Source: an optimization exercise on an open RTL-to-GDS flow (aim: small area). Production flows keep margins and buffers that such runs may drop. Function was checked by simulation only, so behaviour that the tests miss may differ from the original. Power is estimated from default activity; no workload was simulated.

## design/flow/flow/run.sh

```bash
#!/bin/bash
# The standard layout (standard.sh), with these changes:
#  - after the standard synthesis, every combinational cell is given its
#    smallest-area drive strength (downsize.py); the later repair steps size up
#    what timing, slew and load need;
#  - ports are buffered with buf_1 cells;
#  - the clock tree uses a clkbuf_16 root and clkbuf_4 cells, clusters of up
#    to 10 flip-flops, and no dummy loads.
set -euo pipefail
here=$(pwd)
export BUFFER_PORTS_ARGS="-buffer_cell sky130_fd_sc_hd__buf_1"
export CTS_ARGS="-sink_clustering_enable -repair_clock_nets -dont_use_dummy_load -buf_list sky130_fd_sc_hd__clkbuf_4 -root_buf sky130_fd_sc_hd__clkbuf_16 -sink_clustering_size 10 -sink_clustering_max_diameter 40"
bash standard.sh synth > "$here/synth.log" 2>&1
results="$here/orfs/results/$FLOW_PLATFORM/PROCESSOR/base"
lib="$FLOW_HOME/platforms/$FLOW_PLATFORM/lib/sky130_fd_sc_hd__tt_025C_1v80.lib"
python3 "$here/flow/downsize.py" "$lib" "$results/1_2_yosys.v" > "$here/downsize.log" 2>&1
touch "$results/1_2_yosys.v"
bash standard.sh > "$here/layout.log" 2>&1
```

## design/flow/flow/downsize.py

```python
#!/usr/bin/env python3
"""Give every combinational cell of a synthesized netlist the smallest-area
variant of its function (same cell name but for the drive-strength suffix).
Flip-flops and tie cells are left as they are. Later repair steps resize the
cells that timing or slew need stronger. Usage: downsize.py LIB NETLIST"""
import re, sys, collections

lib_path, net_path = sys.argv[1], sys.argv[2]
lib = open(lib_path).read()
area = {}
for m in re.finditer(r'cell\s*\(\s*"?(\w+)"?\s*\)\s*\{.*?area\s*:\s*([\d.]+)', lib, re.S):
    area[m.group(1)] = float(m.group(2))
dont_use = re.compile(r'(probe|lpflow|df|dl|edf|sdf|sedf|conb|tap|fill|decap|diode)')

variants = collections.defaultdict(list)
for name, a in area.items():
    m = re.match(r'(sky130_fd_sc_hd__\w+?)_(\d+)$', name)
    if m and not dont_use.search(m.group(1)):
        variants[m.group(1)].append((a, int(m.group(2)), name))

text = open(net_path).read()
changed = collections.Counter()

out = []
for line in text.split('\n'):
    m = re.match(r'^(\s*)(sky130_fd_sc_hd__\w+)(\s+\S+\s*\(.*)$', line)
    if m:
        cell = m.group(2)
        mm = re.match(r'(sky130_fd_sc_hd__\w+?)_(\d+)$', cell)
        if mm and mm.group(1) in variants:
            best = min(variants[mm.group(1)])[2]
            if best != cell and area[best] < area[cell]:
                changed[(cell, best)] += 1
                line = m.group(1) + best + m.group(3)
    out.append(line)
open(net_path, 'w').write('\n'.join(out))
saved = 0.0
for (a, b), n in sorted(changed.items()):
    saved += n * (area[a] - area[b])
    print(f'{n:5d}  {a} -> {b}')
print(f'area saved: {saved:.1f} um2')
```

## design/flow/standard.sh

```bash
#!/bin/bash
# synth_recipe.tcl (not shown) runs the flow's synth.tcl, then flattens the netlist and writes it again
# the make line also repeats each setting of config.mk as NAME=value (left out here)
make -C /OpenROAD-flow-scripts/flow DESIGN_CONFIG=/design/flow/config.mk WORK_HOME=/design/flow/orfs CLKGATE_MAP_FILE= SYNTH_SCRIPT=/design/flow/synth_recipe.tcl "${@:-finish}"
```

## design/flow/config.mk

```make
export PLATFORM = sky130hd
export DESIGN_NAME = PROCESSOR
export DESIGN_NICKNAME = PROCESSOR
export VERILOG_FILES = /design/flow/design.v
export SDC_FILE = /design/flow/constraint.sdc
export NUM_CORES = 4
export LEC_CHECK = 0
export CAP_MARGIN = 20
export CORE_MARGIN = 2
export CORE_UTILIZATION = 45
export GPL_TIMING_DRIVEN = 0
export SLEW_MARGIN = 20
export SYNTH_HIERARCHICAL = 1
export SYNTH_MINIMUM_KEEP_SIZE = 0
```

## design/flow/constraint.sdc

```tcl
create_clock -name core_clock -period 12.0 [get_ports {clock}]
set_input_delay 2.4000 -clock core_clock [delete_from_list [all_inputs] [get_ports {clock}]]
set_output_delay 2.4000 -clock core_clock [all_outputs]
set_load 0.01 [all_outputs]
```

## design/flow/design.v

```verilog
module IFU(
    input clock,
    input reset,
    output [31:0] pc
);
    reg [31:2] pc_q;
    assign pc = {pc_q, 2'b00};
    wire [31:2] nxt;
    wire [31:3] t;             
    assign nxt[2] = ~pc_q[2];
    assign t[3] = pc_q[2];
    genvar i;
    generate
        for (i = 3; i < 31; i = i + 1) begin : inc
            C_HA h(.a(pc_q[i]), .b(t[i]), .s(nxt[i]), .c(t[i+1]));
        end
    endgenerate
    assign nxt[31] = pc_q[31] ^ t[31];
    always @(posedge clock or posedge reset) begin
        if (reset) pc_q <= 30'd0;
        else       pc_q <= nxt;
    end
endmodule
module CONTROL(
    input [31:0] instruction,
    output is_rtype,
    output reg sub,
    output reg [2:0] k
);
    wire [2:0] f3 = instruction[14:12];
    wire [6:0] f7 = instruction[31:25];
    wire f7_zero = (f7 == 7'b0000000);
    wire f7_alt  = (f7 == 7'b0100000);
    assign is_rtype = (instruction[6:0] == 7'b0110011);
    always @(*) begin
        sub = 1'b0;
        k = 3'd6;                                    
        case (f3)
            3'd0: if (f7_zero) k = 3'd0;             
                  else if (f7_alt) begin sub = 1'b1; k = 3'd0; end   
            3'd1: k = 3'd1;                          
            3'd2: begin sub = 1'b1; k = 3'd1; end    
            3'd3: begin sub = 1'b1; k = 3'd2; end    
            3'd4: k = 3'd4;                          
            3'd5: if (f7_zero) k = 3'd2;             
                  else if (f7_alt) k = 3'd3;         
            3'd6: k = 3'd5;                          
            default: k = 3'd6;                       
        endcase
    end
endmodule
module RF_AO22(input a1, input a2, input b1, input b2, output y);
    assign y = (a1 & a2) | (b1 & b2);
endmodule
module RF_AOI22(input a1, input a2, input b1, input b2, output y);
    assign y = ~((a1 & a2) | (b1 & b2));
endmodule
module RF_AOI222(input a1, input a2, input b1, input b2, input c1, input c2, output y);
    assign y = ~((a1 & a2) | (b1 & b2) | (c1 & c2));
endmodule
module RF_NAND2(input a, input b, output y);
    assign y = ~(a & b);
endmodule
module RF_NOR2(input a, input b, output y);
    assign y = ~(a | b);
endmodule
module RF_A21OI(input a1, input a2, input b1, output y);
    assign y = ~((a1 & a2) | b1);
endmodule
module RF_O21AI(input a1, input a2, input b1, output y);
    assign y = ~((a1 | a2) & b1);
endmodule
module RF_RDBIT(input [31:1] sel, input [31:1] d, output y);
    wire [10:0] p;
    genvar j;
    generate
        for (j = 0; j < 10; j = j + 1) begin : g
            RF_AOI222 c(.a1(sel[3*j+1]), .a2(d[3*j+1]), .b1(sel[3*j+2]), .b2(d[3*j+2]),
                        .c1(sel[3*j+3]), .c2(d[3*j+3]), .y(p[j]));
        end
    endgenerate
    RF_NAND2 c31(.a(sel[31]), .b(d[31]), .y(p[10]));
    assign y = ~(&p);
endmodule
module REG_FILE(
    input clock,
    input init,
    input we,
    input [4:0] wa,
    input [31:0] wd,
    input [4:0] ra1,
    input [4:0] ra2,
    output [31:0] rd1,
    output [31:0] rd2_raw,
    output pb
);
    function has_rv;
        input integer b, h, v;
        integer k;
        begin
            has_rv = 0;
            for (k = (h ? 16 : 1); k < (h ? 32 : 16); k = k + 1)
                if (((k * k) >> b) % 2 == v) has_rv = 1;
        end
    endfunction
    reg par;
    always @(posedge clock) par <= ~(par | init);
    wire ninit = ~init;
    wire [31:0] nwp = ~(wd ^ {32{par}});
    wire [31:0] wa0 [0:1];      
    wire [31:0] wa1 [0:1];      
    wire [3:0] pa1n, pa2n, wpa, wpan;
    wire [7:0] pb1n, pb2n, wpb, wpbn;
    genvar i, b, h;
    generate
        for (i = 0; i < 4; i = i + 1) begin : pda
            assign pa1n[i] = ~(ra1[1:0] == i);
            assign pa2n[i] = ~(ra2[1:0] == i);
            assign wpa[i]  = init | (we & (wa[1:0] == i));
            assign wpan[i] = ~wpa[i];
        end
        for (i = 0; i < 8; i = i + 1) begin : pdb
            assign pb1n[i] = ~(ra1[4:2] == i);
            assign pb2n[i] = ~(ra2[4:2] == i);
            assign wpb[i]  = init | (wa[4:2] == i);
            assign wpbn[i] = ~wpb[i];
        end
        for (h = 0; h < 2; h = h + 1) begin : wh
            for (b = 0; b < 32; b = b + 1) begin : wb
                if (has_rv(b, h, 0)) begin : z
                    RF_NAND2 c(.a(nwp[b]), .b(ninit), .y(wa0[h][b]));
                end else begin : zn
                    assign wa0[h][b] = 1'b0;
                end
                if (has_rv(b, h, 1)) begin : o
                    RF_NOR2 c(.a(nwp[b]), .b(init), .y(wa1[h][b]));
                end else begin : on
                    assign wa1[h][b] = 1'b0;
                end
            end
        end
    endgenerate
    wire [31:1] sel1 [0:1];
    wire [31:1] sel2 [0:1];
    wire [31:0] q [1:31];
    generate
        for (i = 1; i < 32; i = i + 1) begin : x
            localparam [31:0] RV = i * i;
            localparam integer H = i / 16;
            reg [31:0] r;
            wire [31:0] d;
            for (h = 0; h < 2; h = h + 1) begin : hf
                wire wsel, nsel;
                RF_NOR2  ws(.a(wpan[i % 4]), .b(wpbn[i / 4]), .y(wsel));
                RF_NAND2 ns(.a(wpa[i % 4]), .b(wpb[i / 4]), .y(nsel));
                RF_NOR2 s1(.a(pa1n[i % 4]), .b(pb1n[i / 4]), .y(sel1[h][i]));
                RF_NOR2 s2(.a(pa2n[i % 4]), .b(pb2n[i / 4]), .y(sel2[h][i]));
                for (b = 16 * h; b < 16 * h + 16; b = b + 1) begin : bt
                    RF_AOI22 m(.a1(wsel), .a2(RV[b] ? wa1[H][b] : wa0[H][b]), .b1(nsel), .b2(r[b]), .y(d[b]));
                end
            end
            always @(posedge clock) r <= d;
            assign q[i] = r;
        end
    endgenerate
    wire [31:0] raw1;
    generate
        for (b = 0; b < 32; b = b + 1) begin : rb
            wire [31:1] col;
            for (i = 1; i < 32; i = i + 1) begin : c
                assign col[i] = q[i][b];
            end
            RF_RDBIT p1(.sel(sel1[b / 16]), .d(col), .y(raw1[b]));
            RF_RDBIT p2(.sel(sel2[b / 16]), .d(col), .y(rd2_raw[b]));
        end
    endgenerate
    wire pa = par & (ra1 != 5'd0);
    assign pb = par & (ra2 != 5'd0);
    assign rd1 = raw1 ^ {32{pa}};
endmodule
module C_HA(input a, input b, output s, output c);       
    assign s = a ^ b;
    assign c = a & b;
endmodule
module C_XOR2(input a, input b, output y);   assign y = a ^ b;       endmodule
module C_XNOR2(input a, input b, output y);  assign y = ~(a ^ b);    endmodule
module C_NAND2(input a, input b, output y);  assign y = ~(a & b);    endmodule
module C_NAND2B(input an, input b, output y); assign y = an | ~b;    endmodule
module C_A21OI(input a1, input a2, input b1, output y); assign y = ~((a1 & a2) | b1); endmodule
module C_O21AI(input a1, input a2, input b1, output y); assign y = ~((a1 | a2) & b1); endmodule
module C_A22OI(input a1, input a2, input b1, input b2, output y); assign y = ~((a1 & a2) | (b1 & b2)); endmodule
module C_O22AI(input a1, input a2, input b1, input b2, output y); assign y = ~((a1 | a2) & (b1 | b2)); endmodule
module C_A222OI(input a1, input a2, input b1, input b2, input c1, input c2, output y);
    assign y = ~((a1 & a2) | (b1 & b2) | (c1 & c2));
endmodule
module C_INV(input a, output y);          assign y = ~a;          endmodule
module C_NOR2(input a, input b, output y); assign y = ~(a | b);    endmodule
module C_AO22(input a1, input a2, input b1, input b2, output y); assign y = (a1 & a2) | (b1 & b2); endmodule
module C_O21A(input a1, input a2, input b1, output y); assign y = (a1 | a2) & b1; endmodule
module C_AOI22(input a1, input a2, input b1, input b2, output y); assign y = ~((a1 & a2) | (b1 & b2)); endmodule
module C_ENSL(input sub, input [2:0] k, output y); assign y = ~sub & (k == 3'd1); endmodule
module C_NOR4(input a, input b, input c, input d, output y); assign y = ~(a | b | c | d); endmodule
module C_AND3(input a, input b, input c, output y); assign y = a & b & c; endmodule
module C_MUX2I(input a0, input a1, input s, output y); assign y = ~(s ? a1 : a0); endmodule
module ALU(
    input [31:0] a,
    input [31:0] b_raw,      
    input pb,
    input sub,
    input [2:0] k,
    output [31:0] y,
    output zero
);
    wire en_sum  = (k == 3'd0);
    wire en_sl, en_sl_r;       
    C_ENSL esl0(.sub(sub), .k(k), .y(en_sl));
    C_ENSL esl1(.sub(sub), .k(k), .y(en_sl_r));
    wire en_sr   = ~sub & (k[2:1] == 2'b01);
    wire sra     = ~sub & (k == 3'd3);
    wire en_slt  = sub & (k == 3'd1);
    wire en_sltu = sub & (k == 3'd2);
    wire cP      = ~sub & ((k == 3'd4) | (k == 3'd5));   
    wire cG      = ~sub & ((k == 3'd5) | (k == 3'd6));   
    wire cPn = ~cP, cGn = ~cG;
    wire subx = sub ^ pb;
    wire [4:0] shamt [0:1];
    wire b31 = b_raw[31] ^ pb;
    wire [31:0] bx;
    wire [31:0] pp, gg;         
    wire [32:0] c;              
    wire [32:0] c0, c1;         
    wire [31:0] s, s0, s1;
    wire [3:1] ncb;             
    assign c[0] = sub;
    genvar i, j;
    generate
        for (i = 0; i < 32; i = i + 1) begin : ad
            C_XOR2 xb(.a(b_raw[i]), .b(subx), .y(bx[i]));
            if (i % 2 == 0) begin : ev
                C_HA h(.a(a[i]), .b(bx[i]), .s(pp[i]), .c(gg[i]));
            end else begin : od
                C_XNOR2 hp(.a(a[i]), .b(bx[i]), .y(pp[i]));
                C_NAND2 hg(.a(a[i]), .b(bx[i]), .y(gg[i]));
            end
            if (i < 8) begin : lo
                if (i % 2 == 0) begin : ev
                    C_A21OI cc(.a1(pp[i]), .a2(c[i]), .b1(gg[i]), .y(c[i+1]));
                end else begin : od
                    C_O21AI cc(.a1(pp[i]), .a2(c[i]), .b1(gg[i]), .y(c[i+1]));
                end
                C_XOR2 sx(.a(pp[i]), .b(c[i]), .y(s[i]));
                if (i == 7) begin : nx
                    C_O21A ns(.a1(pp[i]), .a2(c[i]), .b1(gg[i]), .y(ncb[1]));
                end
            end else if (i % 8 == 0) begin : bk
                C_INV  k0(.a(gg[i]), .y(c0[i+1]));
                C_NOR2 k1(.a(pp[i]), .b(gg[i]), .y(c1[i+1]));
                C_XOR2 sx(.a(pp[i]), .b(c[i]), .y(s[i]));
            end else begin : hi
                if (i % 2 == 0) begin : ev
                    C_A21OI k0(.a1(pp[i]), .a2(c0[i]), .b1(gg[i]), .y(c0[i+1]));
                    C_A21OI k1(.a1(pp[i]), .a2(c1[i]), .b1(gg[i]), .y(c1[i+1]));
                end else begin : od
                    C_O21AI k0(.a1(pp[i]), .a2(c0[i]), .b1(gg[i]), .y(c0[i+1]));
                    C_O21AI k1(.a1(pp[i]), .a2(c1[i]), .b1(gg[i]), .y(c1[i+1]));
                end
                C_XOR2 x0(.a(pp[i]), .b(c0[i]), .y(s0[i]));
                C_XOR2 x1(.a(pp[i]), .b(c1[i]), .y(s1[i]));
                C_AO22 sl(.a1(c[i - i % 8]), .a2(s1[i]), .b1(ncb[i/8]), .b2(s0[i]), .y(s[i]));
                if (i % 8 == 7) begin : co
                    C_AO22 cs(.a1(c[i-7]), .a2(c1[i+1]), .b1(ncb[i/8]), .b2(c0[i+1]), .y(c[i+1]));
                    if (i < 31) begin : nx
                        C_AOI22 ns(.a1(c[i-7]), .a2(c1[i+1]), .b1(ncb[i/8]), .b2(c0[i+1]), .y(ncb[i/8+1]));
                    end
                end
            end
        end
    endgenerate
    wire cout = c[32];
    wire lt = en_slt ? ((a[31] ^ b31) ? a[31] : s[31]) : ~cout;
    generate
        for (i = 0; i < 2; i = i + 1) begin : sa
            for (j = 0; j < 5; j = j + 1) begin : sb
                C_XOR2 x(.a(b_raw[j]), .b(pb), .y(shamt[i][j]));
            end
        end
    endgenerate
    wire fill = sra & a[31];
    wire [31:0] r0, r1, r2, r3, r4, r5;
    generate
        for (i = 0; i < 32; i = i + 1) begin : sh
            C_MUX2I m0(.a0(a[i]), .a1(a[31-i]), .s(en_sl), .y(r0[i]));     
            C_MUX2I m1(.a0(r0[i]), .a1(i + 1  < 32 ? r0[i+1]  : ~fill), .s(shamt[i / 16][0]), .y(r1[i]));  
            C_MUX2I m2(.a0(r1[i]), .a1(i + 2  < 32 ? r1[i+2]  :  fill), .s(shamt[i / 16][1]), .y(r2[i]));  
            C_MUX2I m3(.a0(r2[i]), .a1(i + 4  < 32 ? r2[i+4]  : ~fill), .s(shamt[i / 16][2]), .y(r3[i]));  
            C_MUX2I m4(.a0(r3[i]), .a1(i + 8  < 32 ? r3[i+8]  :  fill), .s(shamt[i / 16][3]), .y(r4[i]));  
            C_MUX2I m5(.a0(r4[i]), .a1(i + 16 < 32 ? r4[i+16] : ~fill), .s(shamt[i / 16][4]), .y(r5[i]));  
        end
    endgenerate
    wire [31:0] z, w;
    generate
        for (i = 0; i < 32; i = i + 1) begin : rs
            C_A222OI t(.a1(en_sum), .a2(s[i]), .b1(en_sr), .b2(r5[i]), .c1(en_sl_r), .c2(r5[31-i]), .y(z[i]));
            if (i == 0) begin : b0
                assign y[0] = ~z[0] | (cP & pp[0]) | (cG & gg[0]) | ((en_slt | en_sltu) & lt);
            end else if (i % 2 == 0) begin : ev
                C_A22OI l(.a1(cP), .a2(pp[i]), .b1(cG), .b2(gg[i]), .y(w[i]));    
                C_NAND2 o(.a(z[i]), .b(w[i]), .y(y[i]));
            end else begin : od
                C_O22AI l(.a1(cPn), .a2(pp[i]), .b1(cGn), .b2(gg[i]), .y(w[i]));  
                C_NAND2B o(.an(w[i]), .b(z[i]), .y(y[i]));
            end
        end
    endgenerate
    assign w[0] = 1'b0;
    wire nz_mid = |y[23:1];
    wire [2:0] z_hi;
    C_NOR4 zh0(.a(y[24]), .b(y[25]), .c(y[26]), .d(y[27]), .y(z_hi[0]));
    C_NOR4 zh1(.a(y[28]), .b(y[29]), .c(y[30]), .d(y[31]), .y(z_hi[1]));
    C_NOR2 zh2(.a(y[0]), .b(nz_mid), .y(z_hi[2]));
    C_AND3 zf(.a(z_hi[0]), .b(z_hi[1]), .c(z_hi[2]), .y(zero));
endmodule
module DATAPATH(
    input clock,
    input reset,
    input is_rtype,
    input sub,
    input [2:0] k,
    input [4:0] rs1,
    input [4:0] rs2,
    input [4:0] rd,
    output [31:0] result,
    output result_valid,
    output zero
);
    reg valid_q;
    reg init_q;
    always @(posedge clock or posedge reset) begin
        if (reset) begin
            valid_q <= 1'b0;
            init_q  <= 1'b1;
        end else begin
            valid_q <= is_rtype;
            init_q  <= 1'b0;
        end
    end
    reg [4:0] rs1_q, rs2_q, rd_q;
    reg sub_q;
    reg [2:0] k_q;
    always @(posedge clock) begin
        rs1_q <= rs1;
        rs2_q <= rs2;
        rd_q  <= rd;
        sub_q <= sub;
        k_q   <= k;
    end
    wire [31:0] a, b_raw;
    wire pb;
    REG_FILE rf(
        .clock(clock), .init(init_q),
        .we(valid_q), .wa(rd_q), .wd(result),
        .ra1(rs1_q), .ra2(rs2_q), .rd1(a), .rd2_raw(b_raw), .pb(pb)
    );
    ALU alu(.a(a), .b_raw(b_raw), .pb(pb), .sub(sub_q), .k(k_q), .y(result), .zero(zero));
    assign result_valid = valid_q;
endmodule
`timescale 1ns/1ns
module PROCESSOR(
    input clock,
    input reset,
    input [31:0] instruction,
    output [31:0] pc,
    output result_valid,
    output [31:0] result,
    output zero
);
    wire is_rtype, sub;
    wire [2:0] k;
    IFU ifu(.clock(clock), .reset(reset), .pc(pc));
    CONTROL ctl(.instruction(instruction), .is_rtype(is_rtype), .sub(sub), .k(k));
    DATAPATH dp(
        .clock(clock), .reset(reset),
        .is_rtype(is_rtype), .sub(sub), .k(k),
        .rs1(instruction[19:15]), .rs2(instruction[24:20]), .rd(instruction[11:7]),
        .result(result), .result_valid(result_valid), .zero(zero)
    );
endmodule
```

==> out/metrics.yaml <==
status: "complete, no violations"
insertion_delay_ns: 0.86
worstPathArrival_ns: 9.32
wirelength_um: 212000
switchingPower_uw: 5120
regArea_um2: 21100
cts_tree: "done"
cts_hold_buf: 0
combPwrFrac_pct: 39.5
yosys_warnings: 11
placed_area_um2: 47100
gp_congestion: 1.10
vias: 44500
coreArea_um2: 96700
cts-htree-levels: 4
placementRows: 114
cp.required_ns: 9.60
holdPathEnd: "ifu.pc_q[2]"
crit_type: "reg -> out"
reg2reg_from: "dp.rs2_q[0]"
slowest_delay_ns: 0.89
clk_path_buf_depth: 3
startpoint: "dp.rs2_q[0]"
p_leak_uw: 0.0189
tns_ns: 0
swShare_pct: 43.5
fp.dieW_um: 316
maxSlewHeadroom_pct: 15.2
cp_max_fo: 16
syn_area_per_cell_um2: 10.8
drive_above_1_share_pct: 9.97
maxSlewViolCount: 0
firstDrtPassIters: 14
io_buffers: 97
end_kind: "output port"
crit_top_cell: "a21oi_1"
syn_inst: 4066
area_delta_synth_final_pct: 10.2
clockPowerShare_pct: 15.2
layout.nets: 4444
grt_pass1_vias: 40200
fin_skew_ns: 0.180
tightestPinTransition_ns: 1.27
finish.utilization_pct: 50.1
num_io_pins: 100
total_power_uw: 11800
path_cells: "or2_2 > nor2_2 > a222oi_1 > nand4_1 > or3_1 > xor2_1 > ha_1 > a21oi_1 > o21ai_1 > a21oi_1 > o21ai_1 > a21oi_1 > o21ai_1 > a21oi_1 > o21ai_2 > a22oi_1 > a22oi_1 > a22o_1 > a222oi_1 > nand2b_1 > nor4_1 > and3_1 > buf_1"
vias_per_cell: 7.88
dp_hpwl_um: 146000
period_share_pct: 97.7
crit_slowest_cell: "a222oi_1"
clock.fmax_mhz: 85.3
r2r_end: "dp.rf.x[4].r[0]"
track_usage_pct: 40.4
ant_nets: 0
r2r_slack_ns: 2.28
rsz0062_at_grt: "false"
ir_drop_uv: 121
hold_depth: 1
max_cap_violations: 0
wl_per_cell_um: 37.4
drc: 0
holdCritStartpoint: "ifu.pc_q[2]"
hold_viol: 0
setup_viol: 0
die_y_um: 316
overflow: 0
final.setup.worst_slack_ns: 0.277
final_area_um2: 48400
start_util_pct: 45.4
startpoint_type: "flop"
syn_area_um2: 43900
clk_pin_slew_ns: 0.10
seqPwrFrac_pct: 45.2
drtIter0Drc: 9606
grt_max_degree: 38
p_per_area_nw_per_um2: 243
cts_made_buffers: 152
fillers: 9061
cts_sinks: 1044
fin_crit_ns: 11.72
die_area_um2: 100000
grt_pass1_wl_um: 293000
rr_worst_depth: 24
p_int_uw: 6650
multi_input_area_um2: 23500
pre_cts_ws_ns: 1.07
clockRootBuffer: "clkbuf_16"
antenna_found_initial: 11
hp-class: "reg -> reg"
power groups by stage:
stage	Combinational (uW)	Clock, uW	Sequential, uW
finish	4650	1800	5330
global route	4830	1950	5440
CTS	4460	1810	5280
detailed placement	4450	0	5340
global placement	4340	0	5320
floorplan	2870	0	5160
area by class of cell:
type | count | area share (%)
Multi-Input combinational cell | 2989 | 48.5
Sequential cell | 1044 | 43.5
Tap cell | 1276 | 3.30
Clock buffer | 152 | 2.39
Timing Repair Buffer | 145 | 2.01
Inverter | 24 | 0.191
Buffer | 10 | 0.0775
Antenna cell | 11 | 0.0568
state kept, by name (all words and copies together) (netlist names), 3 cells and up:
name	flops
ifu.pc_q	30
dp.rd_q	5
dp.k_q	3
dp.rs2_q	5
dp.rs1_q	5
dp.rf.x.r	992
worst max-delay path by stage:
stage	depth (start not counted)	slack [ns]	end
floorplan	14	1.87	zero
global placement	24	-1.07	zero
detailed placement	23	1.07	zero
CTS	23	0.17	zero
global route	23	0.08	zero
finish	23	0.28	zero
critical path: cells and delay by family (launching register included):
family,cells,cell delay (ns)
DFF,1,0.43
AOI/OAI and AO/OA,13,4.33
buffers and inverters,1,0.15
and+or+nand+nor,7,2.84
adders and majority gates,1,0.33
xor gates and xnor gates,1,0.35
per-stage QoR:
| step | hold slack (ns) | std cells |
|---|---|---|
| floorplan | 0.418 | 4067 |
| global placement | 0.445 | 5440 |
| detailed placement | 0.444 | 5479 |
| CTS | 0.460 | 5631 |
| global route | 0.472 | 5646 |
| finish | 0.457 | 5651 |
timing repair:
item	in CTS	in global routing
setup buffers	0	8
endpoints found under the setup margin	0	2
gates resized for setup	0	6
metal layers:
| metal | vias up | track usage (%) | wire [um] |
|---|---|---|---|
| met5 | - | 0.142 | 37 |
| met4 | 6 | 26.4 | 16000 |
| met3 | 685 | 13.8 | 29900 |
| met2 | 3726 | 57.4 | 87300 |
| met1 | 21600 | 52.0 | 78400 |
| li1 | 18500 | - | - |
placed cells by master, fill, tap and decap left out, types with 30 or more instances in the layout:
cell type and count:
a222oi_1 672, mux2i_1 192, xnor2_1 80, xor2_1 88
nand4_1 128, a22oi_1 1009, dfxtp_1 1012, buf_1 106
or3_1 66, nand2_1 228, nor2_2 184, clkbuf_4 151
nor2_1 30, nand3_1 69, ha_1 44, dfrtp_1 31

[port drivers added, routing unchanged]
How much do the figures lean on ideal ports? The routed layout below was timed once more, with nothing changed but the port constraints. Step 1 assumes that a clkbuf_16 drives the clock port and a buf_2 every other input. Step 2 also shifts input and output timing later by t, the mid clock arrival at the registers, as if the neighbouring blocks saw the same clock. a / b / c = no drivers / after step 1 / after step 2; a / b = the first two.
t, ns: 0.851
setup WS [ns]: 0.277 / 0.198 / 1.048
worst setup path at the end: register to output
latest minus earliest clock arrival (ns): 0.179 / 0.179
After both steps this run still meets setup and hold. For this run, drivers alone change the setup slack by -0.079 ns; drivers and shift together by +0.771 ns.
